Context: an optimization exercise on an open-source flow, tuned for small area and a short achievable clock period. The choices shown serve that exercise and are no tape-out recipe.
Only simulation tests tie the RTL to the original design; equivalence was not proved.
Power is estimated from default activity; no workload was simulated.

## flow/flow/run.sh

```bash
#!/bin/bash
# Standard synthesis and layout; the port buffers use a faster cell than
# the one buffer_ports picks by default, and timing repair aims for a
# slack margin so the design closes well under the clock period.
set -euo pipefail
bash standard.sh synth > synth.log 2>&1
bash standard.sh "BUFFER_PORTS_ARGS=-buffer_cell sky130_fd_sc_hd__buf_2" SETUP_SLACK_MARGIN=9.45 finish > layout.log 2>&1
```

## flow/standard.sh

```bash
#!/bin/bash
# synth_recipe.tcl (not shown) runs the flow's synth.tcl, then flattens the netlist and writes it again
# the make line also repeats each setting of config.mk as NAME=value (left out here)
make -C /OpenROAD-flow-scripts/flow DESIGN_CONFIG=/design/flow/config.mk WORK_HOME=/design/flow/orfs CLKGATE_MAP_FILE= SYNTH_SCRIPT=/design/flow/synth_recipe.tcl "${@:-finish}"
```

## flow/config.mk

```make
export PLATFORM = sky130hd
export DESIGN_NAME = cic_decimator
export DESIGN_NICKNAME = cic_decimator
export VERILOG_FILES = /design/flow/design.v
export SDC_FILE = /design/flow/constraint.sdc
export NUM_CORES = 4
export LEC_CHECK = 0
export ABC_AREA = 1
export CAP_MARGIN = 20
export CORE_MARGIN = 2
export CORE_UTILIZATION = 70
export CTS_BUF_LIST = sky130_fd_sc_hd__clkbuf_16
export CTS_CLUSTER_DIAMETER = 100
export CTS_CLUSTER_SIZE = 30
export SLEW_MARGIN = 20
```

## flow/constraint.sdc

```tcl
create_clock -name core_clock -period 13.0 [get_ports {clk}]
set_input_delay 2.6000 -clock core_clock [delete_from_list [all_inputs] [get_ports {clk}]]
set_output_delay 2.6000 -clock core_clock [all_outputs]
set_load 0.01 [all_outputs]
```

## flow/design.v

```verilog
module cic_madd #(
    parameter W    = 8,
    parameter FILL = 0
) (
    input  wire [W-1:0] a,
    input  wire [W-1:0] b,
    input  wire         v,
    input  wire         ci,
    output wire [W-1:0] s,
    output wire         co
);
    wire [W:0] c;
    assign c[0] = ci;
    genvar i;
    generate
        for (i = 0; i < W; i = i + 1) begin : B
            wire p = v ? (a[i] ^ b[i]) : (a[i] ^ FILL[0]);
            assign c[i+1] = p ? c[i] : a[i];
            assign s[i]   = p ^ c[i];
        end
    endgenerate
    assign co = c[W];
endmodule
module cic_decimator (
    input   wire            clk         ,
    input   wire            rst         ,
    input   wire    [11:0]  din         ,
    input   wire            din_valid   ,
    output  wire    [36:0]  dout        ,
    output  wire            dout_valid
);
    localparam W  = 37;
    localparam N  = 5;
    localparam K  = 3;                        
    localparam D  = N + K;                    
    function integer LO(input integer k);
        LO = (k * W + K - 1) / K;
    endfunction
    function integer WD(input integer k);
        WD = LO(k + 1) - LO(k);
    endfunction
    reg  [11:0]  xr;
    reg  [3:0]   cnt;
    reg  [D-1:0] vd;
    reg  [D-1:0] rd;
    reg  [D-1:0] dd;
    always @(posedge clk) begin
        xr <= din;
        vd <= {vd[D-2:0], din_valid & ~rst};
        rd <= {rd[D-2:0], rst};
        if (rst) begin
            cnt <= 4'd0;
            dd  <= {D{1'b0}};
        end else begin
            if (din_valid) cnt <= cnt + 4'd1;
            dd  <= {dd[D-2:0], din_valid & (cnt == 4'd15)};
        end
    end
    wire [W-1:0] xs [0:K-1];
    assign xs[0] = {{(W-12){xr[11]}}, xr};
    genvar i, k;
    generate
        for (k = 1; k < K; k = k + 1) begin : XD
            reg [W-1:0] x;
            always @(posedge clk) x <= xs[k-1];
            assign xs[k] = x;
        end
    endgenerate
    wire [W-1:0] acc [0:N];
    assign acc[0] = 0;
    generate
        for (i = 1; i <= N; i = i + 1) begin : INT
            for (k = 0; k < K; k = k + 1) begin : S
                reg  [WD(k)-1:0] a;
                wire [WD(k)-1:0] src = (i == 1) ? xs[k][LO(k) +: WD(k)]
                                                : acc[i-1][LO(k) +: WD(k)];
                wire [WD(k)-1:0] fb  = a & {WD(k){~rd[i+k-1]}};
                wire [WD(k)-1:0] s;
                wire             ci, co;
                if (k == 0) begin : C
                    assign ci = 1'b0;
                end else begin : C
                    reg c;
                    always @(posedge clk) c <= INT[i].S[k-1].co;
                    assign ci = c;
                end
                cic_madd #(.W(WD(k)), .FILL(0)) u_add (.a(fb), .b(src), .v(vd[i+k-1]), .ci(ci), .s(s), .co(co));
                always @(posedge clk) a <= s;
                assign acc[i][LO(k) +: WD(k)] = a;
            end
        end
    endgenerate
    reg  [2:0] ph;                    
    reg        pend, run;
    reg        go, act0, last0;
    reg  [1:0] grp;                   
    reg  [K-1:1] act_d, last_d;
    reg        vout;
    wire cap0   = dd[N];              
    wire cap_n  = dd[N-1];            
    wire [2:0] ph_n = (ph == 3'd4) ? 3'd0 : ph + 3'd1;
    wire pend_n = (cap0 | pend) & ~go;
    wire run_n  = act0 & ~last0;
    wire go_n   = (cap_n | pend_n) & (ph_n == 3'd0);
    wire act_n  = go_n | (run_n & (ph_n != 3'd0));
    wire [K-1:0] act  = {act_d,  act0};
    wire [K-1:0] last = {last_d, last0};
    wire         mask = grp[1];
    always @(posedge clk) begin
        if (rst) begin
            ph     <= 3'd0;
            pend   <= 1'b0;
            run    <= 1'b0;
            go     <= 1'b0;
            act0   <= 1'b0;
            last0  <= 1'b0;
            grp    <= 2'd0;
            act_d  <= {(K-1){1'b0}};
            last_d <= {(K-1){1'b0}};
            vout   <= 1'b0;
        end else begin
            ph     <= ph_n;
            pend   <= pend_n;
            run    <= run_n;
            go     <= go_n;
            act0   <= act_n;
            last0  <= act_n & (ph_n == 3'd4);
            act_d  <= act[K-2:0];
            last_d <= last[K-2:0];
            vout   <= last[K-1];
            if (last[K-1] && !grp[1]) grp <= grp + 2'd1;
        end
    end
    generate
        for (k = 0; k < K; k = k + 1) begin : CB
            reg  [WD(k)-1:0]   cur;
            reg  [N*WD(k)-1:0] rn;            
            reg  [N*WD(k)-1:0] ro;            
            wire [WD(k)-1:0] rn0  = rn[WD(k)-1:0];
            wire [WD(k)-1:0] ro0  = ro[WD(k)-1:0];
            wire [WD(k)-1:0] d5   = INT[N].S[k].s;      
            wire [WD(k)-1:0] opnd = cur;
            wire [WD(k)-1:0] diff;
            wire             ci, co;
            if (k == 0) begin : C
                assign ci = 1'b1;
            end else begin : C
                reg c;
                always @(posedge clk) c <= CB[k-1].co;
                assign ci = c;
            end
            cic_madd #(.W(WD(k)), .FILL(1)) u_sub (.a(opnd), .b(~ro0), .v(mask), .ci(ci), .s(diff), .co(co));
            always @(posedge clk) begin
                rn <= {act[k] ? opnd : rn0, rn[N*WD(k)-1:WD(k)]};
                ro <= {act[k] ? rn0  : ro0, ro[N*WD(k)-1:WD(k)]};
                cur <= ({WD(k){act[k]}} & diff)
                     | ({WD(k){~act[k] & dd[N-1+k]}} & d5)
                     | ({WD(k){~act[k] & ~dd[N-1+k]}} & cur);
            end
            assign dout[LO(k) +: WD(k)] = cur;
        end
    endgenerate
    assign dout_valid = vout;
endmodule
```

==> flow_results.xml, run 1 <==
<?xml version="1.0" encoding="UTF-8"?>
<metrics>
  <group name="yosys">
    <metric name="synth_async_sr_flop_share" unit="%">0</metric>
    <metric name="synth_enable_flop_cells" unit="">0</metric>
    <metric name="ys_top_cells_by_area" unit="">sky130_fd_sc_hd__dfxtp_1 (56%), sky130_fd_sc_hd__nand2_1 (16%), sky130_fd_sc_hd__xor2_1 (8.0%)</metric>
    <metric name="synthDistinctLibCells" unit="">43</metric>
    <metric name="post-synth-top-area-fraction" unit="%">56.3</metric>
    <metric name="netlist.top_cell.by_area" unit="">sky130_fd_sc_hd__dfxtp_1</metric>
    <metric name="post_synth_instance_area" unit="mm²">0.0234</metric>
    <metric name="synth_nets" unit="">2645</metric>
    <metric name="postSynthRegisterBits" unit="">657</metric>
    <metric name="netlist_top_cells_count" unit="">sky130_fd_sc_hd__nand2_1 (997), sky130_fd_sc_hd__dfxtp_1 (657), sky130_fd_sc_hd__xor2_1 (214)</metric>
    <metric name="fraction_of_the_yosys_area_taken_by_sequential_cells" unit="%">56.3</metric>
    <metric name="synthesis.area_per_instance" unit="µm²">8.93</metric>
    <metric name="synth-main-ff-cell" unit="">sky130_fd_sc_hd__dfxtp_1</metric>
    <metric name="postSynthCellCount" unit="">2616</metric>
    <metric name="ys_warn_count" unit="">1</metric>
    <metric name="yosysMostFrequentCell" unit="">sky130_fd_sc_hd__nand2_1</metric>
  </group>
  <group name="setup_path">
    <metric name="crit_path_start" unit="">CB[1].cur[8]</metric>
    <metric name="slowest_stage" unit="">sky130_fd_sc_hd__dfxtp_4</metric>
    <metric name="path_delay_family" unit="">flip-flops</metric>
    <metric name="reg2reg_from" unit="">rd[1]</metric>
    <metric name="critical_path_arrival" unit="ns">1.06</metric>
    <metric name="start_kind" unit="">flip-flop</metric>
    <metric name="end_kind" unit="">output pin</metric>
    <metric name="cp.required" unit="ns">10.40</metric>
    <metric name="worstPathCellList" unit="">buf_6</metric>
    <metric name="critical_path_max_stage_delay" unit="ns">0.37</metric>
    <metric name="path_buf_inv" unit="">1</metric>
    <metric name="crit_path_max_fanout" unit="">2</metric>
    <metric name="critPathKind" unit="">reg2out</metric>
  </group>
  <group name="floorplan">
    <metric name="fp.dieArea" unit="mm²">0.0348</metric>
    <metric name="floorplan.initialDensity" unit="%">71.4</metric>
    <metric name="core" unit="mm²">0.0327</metric>
    <metric name="die_width" unit="µm">187</metric>
    <metric name="die_y" unit="µm">187</metric>
    <metric name="number_of_rows_created_at_floorplan" unit="">66</metric>
    <metric name="floorplan.io_pins" unit="">53</metric>
  </group>
  <group name="sta">
    <metric name="final_period_minus_worst_setup_slack" unit="ns">3.66</metric>
    <metric name="worst_pin_slew" unit="ns">1.04</metric>
    <metric name="finalSetupTns" unit="ns">0</metric>
    <metric name="max-slew-margin-rel" unit="%">30.8</metric>
    <metric name="finalMaxSlewViolations" unit="">0</metric>
    <metric name="max_freq" unit="MHz">273</metric>
    <metric name="timing.clock.skew" unit="ns">0.0158</metric>
    <metric name="fin_worst_hold_slack" unit="ns">0.328</metric>
    <metric name="timing_hold_violations_final" unit="">0</metric>
    <metric name="setup_viol" unit="">0</metric>
    <metric name="post-route-period-util" unit="%">28.2</metric>
    <metric name="rsz0062_at_grt" unit="">yes</metric>
  </group>
  <group name="power">
    <metric name="power.leakage" unit="nW">10.9</metric>
    <metric name="vdd_ir_drop_max" unit="mV">0.141</metric>
    <metric name="power_density" unit="mW/mm²">184</metric>
  </group>
  <group name="global_routing">
    <metric name="grt_max_degree" unit="">62</metric>
    <metric name="wire_length_of_the_first_global_routing_pass" unit="µm">68900</metric>
    <metric name="via_count_of_the_first_global_routing_pass" unit="">15359</metric>
    <metric name="grt_antenna_before_repair" unit="">0</metric>
    <metric name="global_route.overflow_total" unit="">0</metric>
    <metric name="grt_util_all_layers" unit="%">22.9</metric>
  </group>
  <group name="clock_network">
    <metric name="cts_inserted_buffers" unit="">25</metric>
    <metric name="number_of_sinks_handled_by_clock_tree_synthesis" unit="">657</metric>
    <metric name="holdBufCountCts" unit="">0</metric>
    <metric name="cts.htree.levels" unit="">1</metric>
    <metric name="clock_latency" unit="ns">0.58</metric>
    <metric name="clk_transition_reported_paths" unit="ns">0.11</metric>
    <metric name="cts_buffer_depth" unit="">3</metric>
    <metric name="clock-root-buffer" unit="">sky130_fd_sc_hd__clkbuf_16</metric>
    <metric name="cts_tree" unit="">done</metric>
  </group>
  <group name="hold_path">
    <metric name="hold_path_class" unit="">reg2reg</metric>
    <metric name="hold_path_startpoint" unit="">CB[1].ro[24]</metric>
  </group>
  <group name="cells_and_area">
    <metric name="num-nets-final" unit="">2710</metric>
    <metric name="fillerInstances" unit="">2292</metric>
    <metric name="antenna_cells_inserted" unit="">0</metric>
    <metric name="instances_no_fill" unit="">3123</metric>
    <metric name="area.growth.synth_to_final" unit="%">8.01</metric>
    <metric name="share_of_post_route_cells_with_drive_strength_above_1" unit="%">10.3</metric>
    <metric name="final_core_utilization" unit="%">77.1</metric>
  </group>
  <group name="detailed_routing">
    <metric name="drt_drc_violations_left" unit="">0</metric>
    <metric name="via_count" unit="">15532</metric>
    <metric name="drt_pre_antenna_iters" unit="">5</metric>
    <metric name="detailedRoute.firstIterationViolations" unit="">698</metric>
    <metric name="ant_nets" unit="">0</metric>
    <metric name="routedWlPerCell" unit="µm">12.8</metric>
    <metric name="vias_per_cell" unit="">4.97</metric>
    <metric name="wirelength" unit="µm">39900</metric>
  </group>
  <group name="placed_design">
    <metric name="place.gp.congestion" unit="">0.785</metric>
    <metric name="port_buffers" unit="">52</metric>
    <metric name="place_hpwl" unit="µm">26900</metric>
    <metric name="placed_cells" unit="">3046</metric>
  </group>
  <group name="job">
    <metric name="cap_viol_max_count" unit="">0</metric>
  </group>
  <group name="status">
    <metric name="status" unit="">finished clean</metric>
  </group>
</metrics>
-- power by group --
group | leakage (nW) | internal [mW] | switching, mW
Combinational | 5.14 | 0.524 | 0.649
Sequential | 5.47 | 2.38 | 0.177
Clock | 0.317 | 0.349 | 0.567
Total | 10.9 | 3.26 | 1.39
-- cells in the final DEF (no fill, tap or decap), drive strengths merged, types with 5 or more instances in the layout --
| cell | n |
|---|---|
| nand2 | 1061 |
| xnor2 | 152 |
| o211ai | 22 |
| inv | 93 |
| a21o | 5 |
| nand3 | 48 |
| nand3b | 5 |
| o21bai | 11 |
| xor2 | 219 |
| a21oi | 49 |
| buf | 106 |
| clkbuf | 25 |
| o21ai | 86 |
| nor2 | 88 |
| a21boi | 6 |
| or2 | 11 |
| ha | 14 |
| dfxtp | 657 |
-- state kept, by name (all words and copies together) (netlist names), 7 cells and up --
name and count:
CB.ro 185, INT.S.C.c 10, CB.cur 37, dd 7
xr 12, vd 7, CB.rn 185, rd 7
INT.S.a 185
-- path summary, 6_finish.rpt --
kind                      to  slack [ns]  depth (start not counted)
max                 dout[21]        9.34                          1
min reg2reg     CB[1].ro[12]        0.33                          0
max reg2reg  INT[1].S[2].C.c        9.81                         25
min             CB[1].ro[12]        0.33                          0
-- cells by family (layout without fill, tap and decap cells) --
| family | Yosys count | in the layout | share of synthesized area (%) |
|---|---|---|---|
| AOI/OAI and AO/OA | 185 | 185 | 4.59 |
| xor gates and xnor gates | 371 | 371 | 14.1 |
| adders and majority gates | 15 | 15 | 0.798 |
| buffers and inverters | 165 | 230 | 3.09 |
| DFF | 657 | 657 | 56.3 |
| muxes | 1 | 1 | 0.0482 |
| and+or+nand+nor | 1222 | 1222 | 21.1 |
-- stage by stage --
step	setup slack (ns)	total power [mW]	cell area [µm²]
floorplan	9.95	3.50	23400
global placement	9.56	3.65	23900
detailed placement	9.36	3.72	23900
CTS	9.31	4.67	25100
global route	9.30	4.95	25200
finish	9.34	4.65	25200
-- metal layers --
| metal | wire length, µm | share of wire, % | track usage, % | vias to the layer above |
|---|---|---|---|---|
| li1 | - | - | - | 8167 |
| met1 | 18400 | 46 | 29.4 | 7161 |
| met2 | 19800 | 50 | 42.3 | 153 |
| met3 | 883 | 2.2 | 2.18 | 51 |
| met4 | 792 | 2.0 | 4.49 | 0 |
| met5 | 0 | 0 | 0 | - |
-- area by class of cell --
class / instances / area, µm² / area share [%]
Clock buffer: 25 / 626 / 2.48
Inverter: 95 / 369 / 1.46
Tap cell: 442 / 553 / 2.19
Sequential cell: 657 / 13300 / 52.5
Clock inverter: 2 / 13.8 / 0.0546
Multi-Input combinational cell: 1794 / 9490 / 37.6
Timing Repair Buffer: 106 / 908 / 3.60
Timing Repair inverter: 2 / 10.0 / 0.0397
-- repair_timing --
action / CTS / global route
buffers inserted: 37 / 11
gates resized for setup: 96 / 16
setup endpoints to repair: 39 / 51
gates cloned: 0 / 2
==> inputs of run 2 (changes only) <==
==> flow/run.sh (new file) <==
#!/bin/bash
# synth_recipe.tcl (not shown) runs the flow's synth.tcl, then flattens the netlist and writes it again
# the make line also repeats each setting of config.mk as NAME=value (left out here)
make -C /OpenROAD-flow-scripts/flow DESIGN_CONFIG=/design/flow/config.mk WORK_HOME=/design/flow/orfs CLKGATE_MAP_FILE= SYNTH_SCRIPT=/design/flow/synth_recipe.tcl finish
--- a/flow/config.mk
+++ b/flow/config.mk
@@ -8,7 +8,7 @@
 export ABC_AREA = 1
 export CAP_MARGIN = 20
 export CORE_MARGIN = 2
-export CORE_UTILIZATION = 70
+export CORE_UTILIZATION = 60
 export CTS_BUF_LIST = sky130_fd_sc_hd__clkbuf_16
 export CTS_CLUSTER_DIAMETER = 100
 export CTS_CLUSTER_SIZE = 30
removed: flow/flow/run.sh
removed: flow/standard.sh
==> run 2 against run 1 <==
Register-to-register slack worse by 0.31 ns. Critical path type unchanged. Global-route usage is 3.9 points lower. Still clean on timing, DRC and antenna. Cell area is 1.4% lower.
==> flow_results.xml, run 2 <==
<?xml version="1.0" encoding="UTF-8"?>
<metrics>
  <group name="detailed_routing">
    <metric name="ant_nets" unit="">0</metric>
    <metric name="via_count" unit="">15090</metric>
    <metric name="wirelength" unit="µm">37500</metric>
    <metric name="drt_pre_antenna_iters" unit="">5</metric>
    <metric name="detailedRoute.firstIterationViolations" unit="">540</metric>
    <metric name="routedWlPerCell" unit="µm">11.9</metric>
    <metric name="vias_per_cell" unit="">4.79</metric>
    <metric name="drt_drc_violations_left" unit="">0</metric>
  </group>
  <group name="yosys">
    <metric name="yosysMostFrequentCell" unit="">sky130_fd_sc_hd__nand2_1</metric>
    <metric name="synth_nets" unit="">2645</metric>
    <metric name="netlist.top_cell.by_area" unit="">sky130_fd_sc_hd__dfxtp_1</metric>
    <metric name="ys_top_cells_by_area" unit="">sky130_fd_sc_hd__dfxtp_1 (56%), sky130_fd_sc_hd__nand2_1 (16%), sky130_fd_sc_hd__xor2_1 (8.0%)</metric>
    <metric name="synth-main-ff-cell" unit="">sky130_fd_sc_hd__dfxtp_1</metric>
    <metric name="synthDistinctLibCells" unit="">43</metric>
    <metric name="postSynthCellCount" unit="">2616</metric>
    <metric name="fraction_of_the_yosys_area_taken_by_sequential_cells" unit="%">56.3</metric>
    <metric name="netlist_top_cells_count" unit="">sky130_fd_sc_hd__nand2_1 (997), sky130_fd_sc_hd__dfxtp_1 (657), sky130_fd_sc_hd__xor2_1 (214)</metric>
    <metric name="synth_enable_flop_cells" unit="">0</metric>
    <metric name="post-synth-top-area-fraction" unit="%">56.3</metric>
    <metric name="synth_async_sr_flop_share" unit="%">0</metric>
    <metric name="postSynthRegisterBits" unit="">657</metric>
    <metric name="synthesis.area_per_instance" unit="µm²">8.93</metric>
    <metric name="ys_warn_count" unit="">1</metric>
    <metric name="post_synth_instance_area" unit="mm²">0.0234</metric>
  </group>
  <group name="clock_network">
    <metric name="postCtsResizedCells" unit="">0</metric>
    <metric name="clock_latency" unit="ns">0.58</metric>
    <metric name="cts_tree" unit="">done</metric>
    <metric name="cts.htree.levels" unit="">1</metric>
    <metric name="clk_transition_reported_paths" unit="ns">0.11</metric>
    <metric name="holdBufCountCts" unit="">0</metric>
    <metric name="number_of_sinks_handled_by_clock_tree_synthesis" unit="">657</metric>
    <metric name="cts_inserted_buffers" unit="">25</metric>
    <metric name="clock-root-buffer" unit="">sky130_fd_sc_hd__clkbuf_16</metric>
    <metric name="cts_buffer_depth" unit="">3</metric>
    <metric name="post_cts.repair.setup_buffers" unit="">0</metric>
  </group>
  <group name="sta">
    <metric name="finalSetupTns" unit="ns">0</metric>
    <metric name="finalMaxSlewViolations" unit="">0</metric>
    <metric name="post-route-period-util" unit="%">32.6</metric>
    <metric name="setup_viol" unit="">0</metric>
    <metric name="final_period_minus_worst_setup_slack" unit="ns">4.23</metric>
    <metric name="max-slew-margin-rel" unit="%">32.1</metric>
    <metric name="rsz0062_at_grt" unit="">no</metric>
    <metric name="timing.clock.skew" unit="ns">0.0167</metric>
    <metric name="worst_pin_slew" unit="ns">1.02</metric>
    <metric name="timing_hold_violations_final" unit="">0</metric>
    <metric name="max_freq" unit="MHz">236</metric>
  </group>
  <group name="placed_design">
    <metric name="port_buffers" unit="">52</metric>
    <metric name="place_hpwl" unit="µm">26400</metric>
    <metric name="place.gp.congestion" unit="">0.772</metric>
  </group>
  <group name="floorplan">
    <metric name="fp.dieArea" unit="mm²">0.0405</metric>
    <metric name="floorplan.initialDensity" unit="%">60.6</metric>
    <metric name="number_of_rows_created_at_floorplan" unit="">72</metric>
    <metric name="floorplan.io_pins" unit="">53</metric>
    <metric name="die_width" unit="µm">201</metric>
    <metric name="core" unit="mm²">0.0386</metric>
    <metric name="die_y" unit="µm">201</metric>
  </group>
  <group name="setup_path">
    <metric name="critical_path_arrival" unit="ns">1.63</metric>
    <metric name="path_buf_inv" unit="">1</metric>
    <metric name="slowest_stage" unit="">sky130_fd_sc_hd__clkdlybuf4s50_1</metric>
    <metric name="critPathKind" unit="">reg2out</metric>
    <metric name="critical_path_max_stage_delay" unit="ns">0.62</metric>
    <metric name="end_kind" unit="">output pin</metric>
    <metric name="path_delay_family" unit="">buffers and inverters</metric>
    <metric name="worstPathCellList" unit="">clkdlybuf4s50_1</metric>
    <metric name="crit_path_max_fanout" unit="">5</metric>
    <metric name="cp.required" unit="ns">10.40</metric>
    <metric name="start_kind" unit="">flip-flop</metric>
  </group>
  <group name="global_routing">
    <metric name="global_route.overflow_total" unit="">0</metric>
    <metric name="grt_antenna_before_repair" unit="">0</metric>
    <metric name="via_count_of_the_first_global_routing_pass" unit="">14601</metric>
    <metric name="grt_util_all_layers" unit="%">19.1</metric>
    <metric name="grt_max_degree" unit="">62</metric>
    <metric name="wire_length_of_the_first_global_routing_pass" unit="µm">66000</metric>
  </group>
  <group name="cells_and_area">
    <metric name="final_core_utilization" unit="%">64.5</metric>
    <metric name="num-nets-final" unit="">2663</metric>
    <metric name="antenna_cells_inserted" unit="">0</metric>
    <metric name="share_of_post_route_cells_with_drive_strength_above_1" unit="%">5.13</metric>
    <metric name="final_cell_mix" unit="">sky130_fd_sc_hd__nand2_1 (997), sky130_fd_sc_hd__dfxtp_1 (655), sky130_fd_sc_hd__xor2_1 (214)</metric>
    <metric name="multi_input_comb_area" unit="mm²">0.00949</metric>
    <metric name="area.growth.synth_to_final" unit="%">6.51</metric>
    <metric name="mostFrequentLayoutCell" unit="">sky130_fd_sc_hd__nand2_1</metric>
    <metric name="sequential_cell_area" unit="mm²">0.0132</metric>
    <metric name="fillerInstances" unit="">3319</metric>
    <metric name="layout_top_registers" unit="">CB.rn x185, CB.ro x185, INT.S.a x185</metric>
  </group>
  <group name="status">
    <metric name="status" unit="">finished clean</metric>
  </group>
  <group name="power">
    <metric name="power.leakage" unit="nW">10.6</metric>
    <metric name="vdd_ir_drop_max" unit="mV">0.130</metric>
    <metric name="power_density" unit="mW/mm²">185</metric>
  </group>
  <group name="hold_path">
    <metric name="hold_path_class" unit="">reg2reg</metric>
  </group>
  <group name="job">
    <metric name="cap_viol_max_count" unit="">0</metric>
  </group>
</metrics>
[run 2: cell counts after synthesis]
Identical to the previous run, type by type.
[run 2: final cells by class]
type                    count  share of cell area (%)
well taps                 518                    2.61
inverters                  95                    1.43
multi-input cells        1794                    38.1
clock buffers              25                    2.51
clock inverters             2                  0.0553
flip-flops and latches    657                    52.9
repair buffers             61                    2.36
[run 2: stage by stage]
stage	cell area [µm²]	setup slack [ns]	hold WS [ns]	std cells	total power [mW]
5_1_grt	24900	8.68	0.339	3152	4.90
2_1_floorplan	23400	9.95	0.310	2616	3.50
3_5_place_dp	24200	8.71	0.312	3125	3.73
3_3_place_gp	24200	8.89	0.310	3125	3.68
4_1_cts	24900	8.73	0.331	3152	4.64
6_report	24900	8.77	0.328	3152	4.60
[run 2: worst paths after layout]
kind,to,slack [ns],startpoint,cells after the start
max,dout[13],8.77,CB[1].cur[0],1
min,CB[0].rn[24],0.33,CB[0].rn[37],0
max reg2reg,INT[1].S[2].C.c,9.50,vd[1],23
min reg2reg,CB[0].rn[24],0.33,CB[0].rn[37],0
[run 2: power by group]
group	leakage [nW]	switching [mW]	internal [mW]	total (mW)
combinational	4.80	0.617	0.501	1.12
clock	0.317	0.569	0.350	0.918
sequential	5.45	0.180	2.38	2.56
total	10.6	1.37	3.23	4.60
[run 2: layer usage]
layer	routed length (µm)	share of wire, %	vias up	track usage (%)
met5	0	0	-	0
met4	700	1.9	0	3.86
met3	932	2.5	46	2.19
met2	17500	47	127	34.1
met1	18400	49	6841	25.0
li1	-	-	8076	-
[run 2: cell families (layout without fill, tap and decap cells)]
family	after synthesis	count (layout)	synth area share, %
and+or+nand+nor	1222	1222	21.1
xor gates and xnor gates	371	371	14.1
muxes	1	1	0.0482
adders and majority gates	15	15	0.798
AOI/OAI and AO/OA	185	185	4.59
DFF	657	657	56.3
buffers and inverters	165	183	3.09
==> inputs of run 3 (changes only) <==
==> flow/flow/run.sh (new file) <==
#!/bin/bash
# Standard synthesis and layout; the port buffers use a faster cell than
# the one buffer_ports picks by default, timing repair aims for a slack
# margin so the design closes well under the clock period, and the clock
# tree puts fewer buffer levels between the clock port and the registers.
set -euo pipefail
bash standard.sh synth > synth.log 2>&1
bash standard.sh "BUFFER_PORTS_ARGS=-buffer_cell sky130_fd_sc_hd__buf_2" SETUP_SLACK_MARGIN=9.3 \
  "CTS_ARGS=-sink_clustering_enable -repair_clock_nets -sink_clustering_size 30 -sink_clustering_max_diameter 100 -buf_list sky130_fd_sc_hd__clkbuf_16 -distance_between_buffers 1000 -branching_point_buffers_distance 1000" \
  finish > layout.log 2>&1
==> flow/standard.sh (new file) <==
#!/bin/bash
# synth_recipe.tcl (not shown) runs the flow's synth.tcl, then flattens the netlist and writes it again
# the make line also repeats each setting of config.mk as NAME=value (left out here)
make -C /OpenROAD-flow-scripts/flow DESIGN_CONFIG=/design/flow/config.mk WORK_HOME=/design/flow/orfs CLKGATE_MAP_FILE= SYNTH_SCRIPT=/design/flow/synth_recipe.tcl "${@:-finish}"
removed: flow/run.sh
==> run 3 against run 2 <==
Highest routed layer unchanged. Global-route usage up 0.27 points. Non-clock buffer count up 38. Die area unchanged. Largest cell class unchanged. Combinational power up 4%. Clock skew down 0.0068 ns. Critical path type unchanged. Via count up 0.29%. Sequential cell count unchanged. Cell count up 1.3%. Maximum frequency up 15%. Sequential power about the same. Count of clock-buffer cells in the layout unchanged.
==> flow_results.xml, run 3 <==
<?xml version="1.0" encoding="UTF-8"?>
<metrics>
  <group name="setup_path">
    <metric name="slowest_stage" unit="">sky130_fd_sc_hd__dfxtp_4</metric>
    <metric name="path_buf_inv" unit="">1</metric>
    <metric name="start_kind" unit="">flip-flop</metric>
    <metric name="cp.required" unit="ns">10.40</metric>
    <metric name="reg2regPathDepth" unit="">26</metric>
    <metric name="critPathKind" unit="">reg2out</metric>
    <metric name="crit_path_max_fanout" unit="">4</metric>
    <metric name="worstPathCellList" unit="">buf_6</metric>
    <metric name="critical_path_cell_count" unit="">1</metric>
    <metric name="r2r-end" unit="">CB[1].cur[11]</metric>
    <metric name="critical_path_max_stage_delay" unit="ns">0.37</metric>
    <metric name="regToRegSetupSlack" unit="ns">9.67</metric>
    <metric name="end_kind" unit="">output pin</metric>
    <metric name="reg2reg_from" unit="">rd[5]</metric>
    <metric name="path_delay_family" unit="">flip-flops</metric>
    <metric name="critical_path_arrival" unit="ns">1.07</metric>
  </group>
  <group name="clock_network">
    <metric name="clock-root-buffer" unit="">sky130_fd_sc_hd__clkbuf_16</metric>
    <metric name="cts_inserted_buffers" unit="">25</metric>
    <metric name="number_of_sinks_handled_by_clock_tree_synthesis" unit="">657</metric>
    <metric name="cts_buffer_depth" unit="">3</metric>
    <metric name="clk_transition_reported_paths" unit="ns">0.11</metric>
    <metric name="clock_latency" unit="ns">0.59</metric>
    <metric name="cts.htree.levels" unit="">1</metric>
    <metric name="cts_tree" unit="">done</metric>
  </group>
  <group name="yosys">
    <metric name="fraction_of_the_yosys_area_taken_by_sequential_cells" unit="%">56.3</metric>
    <metric name="post-synth-top-area-fraction" unit="%">56.3</metric>
    <metric name="yosysMostFrequentCell" unit="">sky130_fd_sc_hd__nand2_1</metric>
    <metric name="synth_nets" unit="">2645</metric>
    <metric name="ys_warn_count" unit="">1</metric>
    <metric name="netlist.top_cell.by_area" unit="">sky130_fd_sc_hd__dfxtp_1</metric>
    <metric name="netlist_top_cells_count" unit="">sky130_fd_sc_hd__nand2_1 (997), sky130_fd_sc_hd__dfxtp_1 (657), sky130_fd_sc_hd__xor2_1 (214)</metric>
    <metric name="postSynthRegisterBits" unit="">657</metric>
    <metric name="postSynthCellCount" unit="">2616</metric>
    <metric name="post_synth_instance_area" unit="mm²">0.0234</metric>
    <metric name="ys_top_cells_by_area" unit="">sky130_fd_sc_hd__dfxtp_1 (56%), sky130_fd_sc_hd__nand2_1 (16%), sky130_fd_sc_hd__xor2_1 (8.0%)</metric>
    <metric name="synthesis.area_per_instance" unit="µm²">8.93</metric>
    <metric name="synth_async_sr_flop_share" unit="%">0</metric>
    <metric name="synth-main-ff-cell" unit="">sky130_fd_sc_hd__dfxtp_1</metric>
    <metric name="synthDistinctLibCells" unit="">43</metric>
    <metric name="synth_enable_flop_cells" unit="">0</metric>
  </group>
  <group name="detailed_routing">
    <metric name="drt_pre_antenna_iters" unit="">4</metric>
    <metric name="detailedRoute.firstIterationViolations" unit="">553</metric>
    <metric name="via_count" unit="">15134</metric>
    <metric name="wirelength" unit="µm">38200</metric>
    <metric name="routedWlPerCell" unit="µm">12.0</metric>
    <metric name="ant_nets" unit="">0</metric>
    <metric name="vias_per_cell" unit="">4.74</metric>
    <metric name="drt_drc_violations_left" unit="">0</metric>
  </group>
  <group name="placed_design">
    <metric name="dpl_worst_slack" unit="ns">9.49</metric>
    <metric name="place.gp.congestion" unit="">0.745</metric>
    <metric name="placed_cells" unit="">3125</metric>
    <metric name="place_hpwl" unit="µm">26300</metric>
    <metric name="port_buffers" unit="">52</metric>
  </group>
  <group name="sta">
    <metric name="fin_worst_hold_slack" unit="ns">0.331</metric>
    <metric name="finalSetupTns" unit="ns">0</metric>
    <metric name="rsz0062_at_grt" unit="">yes</metric>
    <metric name="finalWorstSetupSlack" unit="ns">9.33</metric>
    <metric name="max_freq" unit="MHz">272</metric>
    <metric name="finalMaxSlewViolations" unit="">0</metric>
    <metric name="post-route-period-util" unit="%">28.3</metric>
    <metric name="max-slew-margin-rel" unit="%">31.6</metric>
    <metric name="final_period_minus_worst_setup_slack" unit="ns">3.68</metric>
    <metric name="worst_pin_slew" unit="ns">1.02</metric>
    <metric name="timing_hold_violations_final" unit="">0</metric>
    <metric name="timing.clock.skew" unit="ns">0.00996</metric>
    <metric name="setup_viol" unit="">0</metric>
  </group>
  <group name="global_routing">
    <metric name="grt_util_all_layers" unit="%">19.4</metric>
    <metric name="via_count_of_the_first_global_routing_pass" unit="">14689</metric>
    <metric name="grt_antenna_before_repair" unit="">0</metric>
    <metric name="wire_length_of_the_first_global_routing_pass" unit="µm">66900</metric>
    <metric name="grt_max_degree" unit="">62</metric>
    <metric name="global_route.overflow_total" unit="">0</metric>
  </group>
  <group name="floorplan">
    <metric name="core" unit="mm²">0.0386</metric>
    <metric name="die_width" unit="µm">201</metric>
    <metric name="fp.dieArea" unit="mm²">0.0405</metric>
    <metric name="number_of_rows_created_at_floorplan" unit="">72</metric>
    <metric name="die_y" unit="µm">201</metric>
    <metric name="floorplan.initialDensity" unit="%">60.6</metric>
    <metric name="floorplan.io_pins" unit="">53</metric>
  </group>
  <group name="cells_and_area">
    <metric name="share_of_post_route_cells_with_drive_strength_above_1" unit="%">9.84</metric>
    <metric name="final_cell_mix" unit="">sky130_fd_sc_hd__nand2_1 (997), sky130_fd_sc_hd__dfxtp_1 (615), sky130_fd_sc_hd__xor2_1 (214)</metric>
    <metric name="area.growth.synth_to_final" unit="%">7.90</metric>
    <metric name="final_core_utilization" unit="%">65.4</metric>
    <metric name="mostFrequentLayoutCell" unit="">sky130_fd_sc_hd__nand2_1</metric>
    <metric name="num-nets-final" unit="">2702</metric>
    <metric name="fillerInstances" unit="">3245</metric>
    <metric name="multi_input_comb_area" unit="mm²">0.00948</metric>
    <metric name="layout_top_registers" unit="">CB.rn x185, CB.ro x185, INT.S.a x185</metric>
    <metric name="sequential_cell_area" unit="mm²">0.0133</metric>
    <metric name="instances_no_fill" unit="">3192</metric>
    <metric name="antenna_cells_inserted" unit="">0</metric>
  </group>
  <group name="job">
    <metric name="cap_viol_max_count" unit="">0</metric>
  </group>
  <group name="hold_path">
    <metric name="hold_path_class" unit="">reg2reg</metric>
    <metric name="min_delay_path_depth" unit="">0</metric>
    <metric name="hold_path_startpoint" unit="">CB[0].ro[16]</metric>
    <metric name="hold_end" unit="">CB[0].ro[3]</metric>
  </group>
  <group name="status">
    <metric name="status" unit="">finished clean</metric>
  </group>
  <group name="power">
    <metric name="vdd_ir_drop_max" unit="mV">0.116</metric>
    <metric name="power.leakage" unit="nW">10.9</metric>
    <metric name="power_density" unit="mW/mm²">184</metric>
  </group>
</metrics>
## run 3: cell counts after synthesis
No cell type changed its count.
## run 3: cell type report
type | count | share of cell area [%]
tap | 518 | 2.57
clock buffer | 25 | 2.48
inverter | 95 | 1.43
clock inverter | 3 | 0.0645
timing repair buffer | 99 | 3.22
timing repair inverter | 1 | 0.0199
multi-input combinational | 1794 | 37.6
sequential | 657 | 52.6
## run 3: power breakdown
group          switching, mW  internal (mW)  leakage [nW]
sequential             0.175           2.38          5.47
clock                  0.566          0.349         0.320
combinational          0.638          0.521          5.08
total                   1.38           3.25          10.9
## run 3: kinds of logic (layout without fill, tap and decap cells)
| kind of cell | count (synthesis) | after routing | synth area share (%) |
|---|---|---|---|
| AOI/OAI and AO/OA | 185 | 185 | 4.59 |
| xor gates and xnor gates | 371 | 371 | 14.1 |
| adders and majority gates | 15 | 15 | 0.798 |
| buffers and inverters | 165 | 223 | 3.09 |
| DFF | 657 | 657 | 56.3 |
| muxes | 1 | 1 | 0.0482 |
| and+or+nand+nor | 1222 | 1222 | 21.1 |
## run 3: routing by layer
layer | track usage [%] | wire, µm
met1 | 25.7 | 18600
met2 | 34.1 | 17900
met3 | 2.32 | 981
met4 | 4.12 | 714
met5 | 0 | 0
## run 3: repair_timing
item,in CTS,in global routing
buffers inserted,33,5
hold buffers,0,0
endpoints found under the setup margin,37,35
resized for setup,83,21
cloned,0,1
## run 3: stage by stage
step	instance area, µm²	total power [mW]
after floorplan	23400	3.50
after global placement	24000	3.66
after detailed placement	24000	3.72
after CTS	25100	4.67
after global routing	25200	4.95
final	25200	4.63
## run 3: how the worst max path moves through the flow
stage / from / endpoint / slack, ns
after floorplan: din_valid / cnt[3] / 9.95
after global placement: rst / cnt[1] / 9.60
after detailed placement: rd[5] / CB[1].cur[11] / 9.49
after CTS: CB[1].cur[0] / dout[13] / 9.27
after global routing: CB[1].cur[3] / dout[16] / 9.28
final: CB[0].cur[2] / dout[2] / 9.33

afterwards: timing with drivers on the ports:
No port has a modelled driver above. Below, the same layouts with a new extraction and two added sets of constraints.
Step 1, drivers: a clkbuf_16 drives clk and a buf_2 each remaining input, both assumed.
Step 2, shift: input delay + t, output delay - t, t = (earliest + latest rising clock arrival at the registers) / 2. This alone moves slack from input paths to output paths.
a / b / c = no drivers / after step 1 / after step 2; a / b = the first two.
| run | shift t [ns] | setup slack, ns | worst setup path at the end | worst register clock-pin slew, ns |
|---|---|---|---|---|
| run 1 | 0.623 | 9.340 / 9.289 / 9.543 | input to register | 0.11 / 0.11 |
| run 2 | 0.631 | 8.767 / 8.711 / 8.733 | input to register | 0.11 / 0.11 |
| run 3 | 0.639 | 9.325 / 9.269 / 9.574 | input to register | 0.11 / 0.11 |
After both steps setup and hold are still met in every run listed. The setup slack of run 2, which loses most, moves by -0.056 ns with the drivers and by -0.034 ns with both steps.
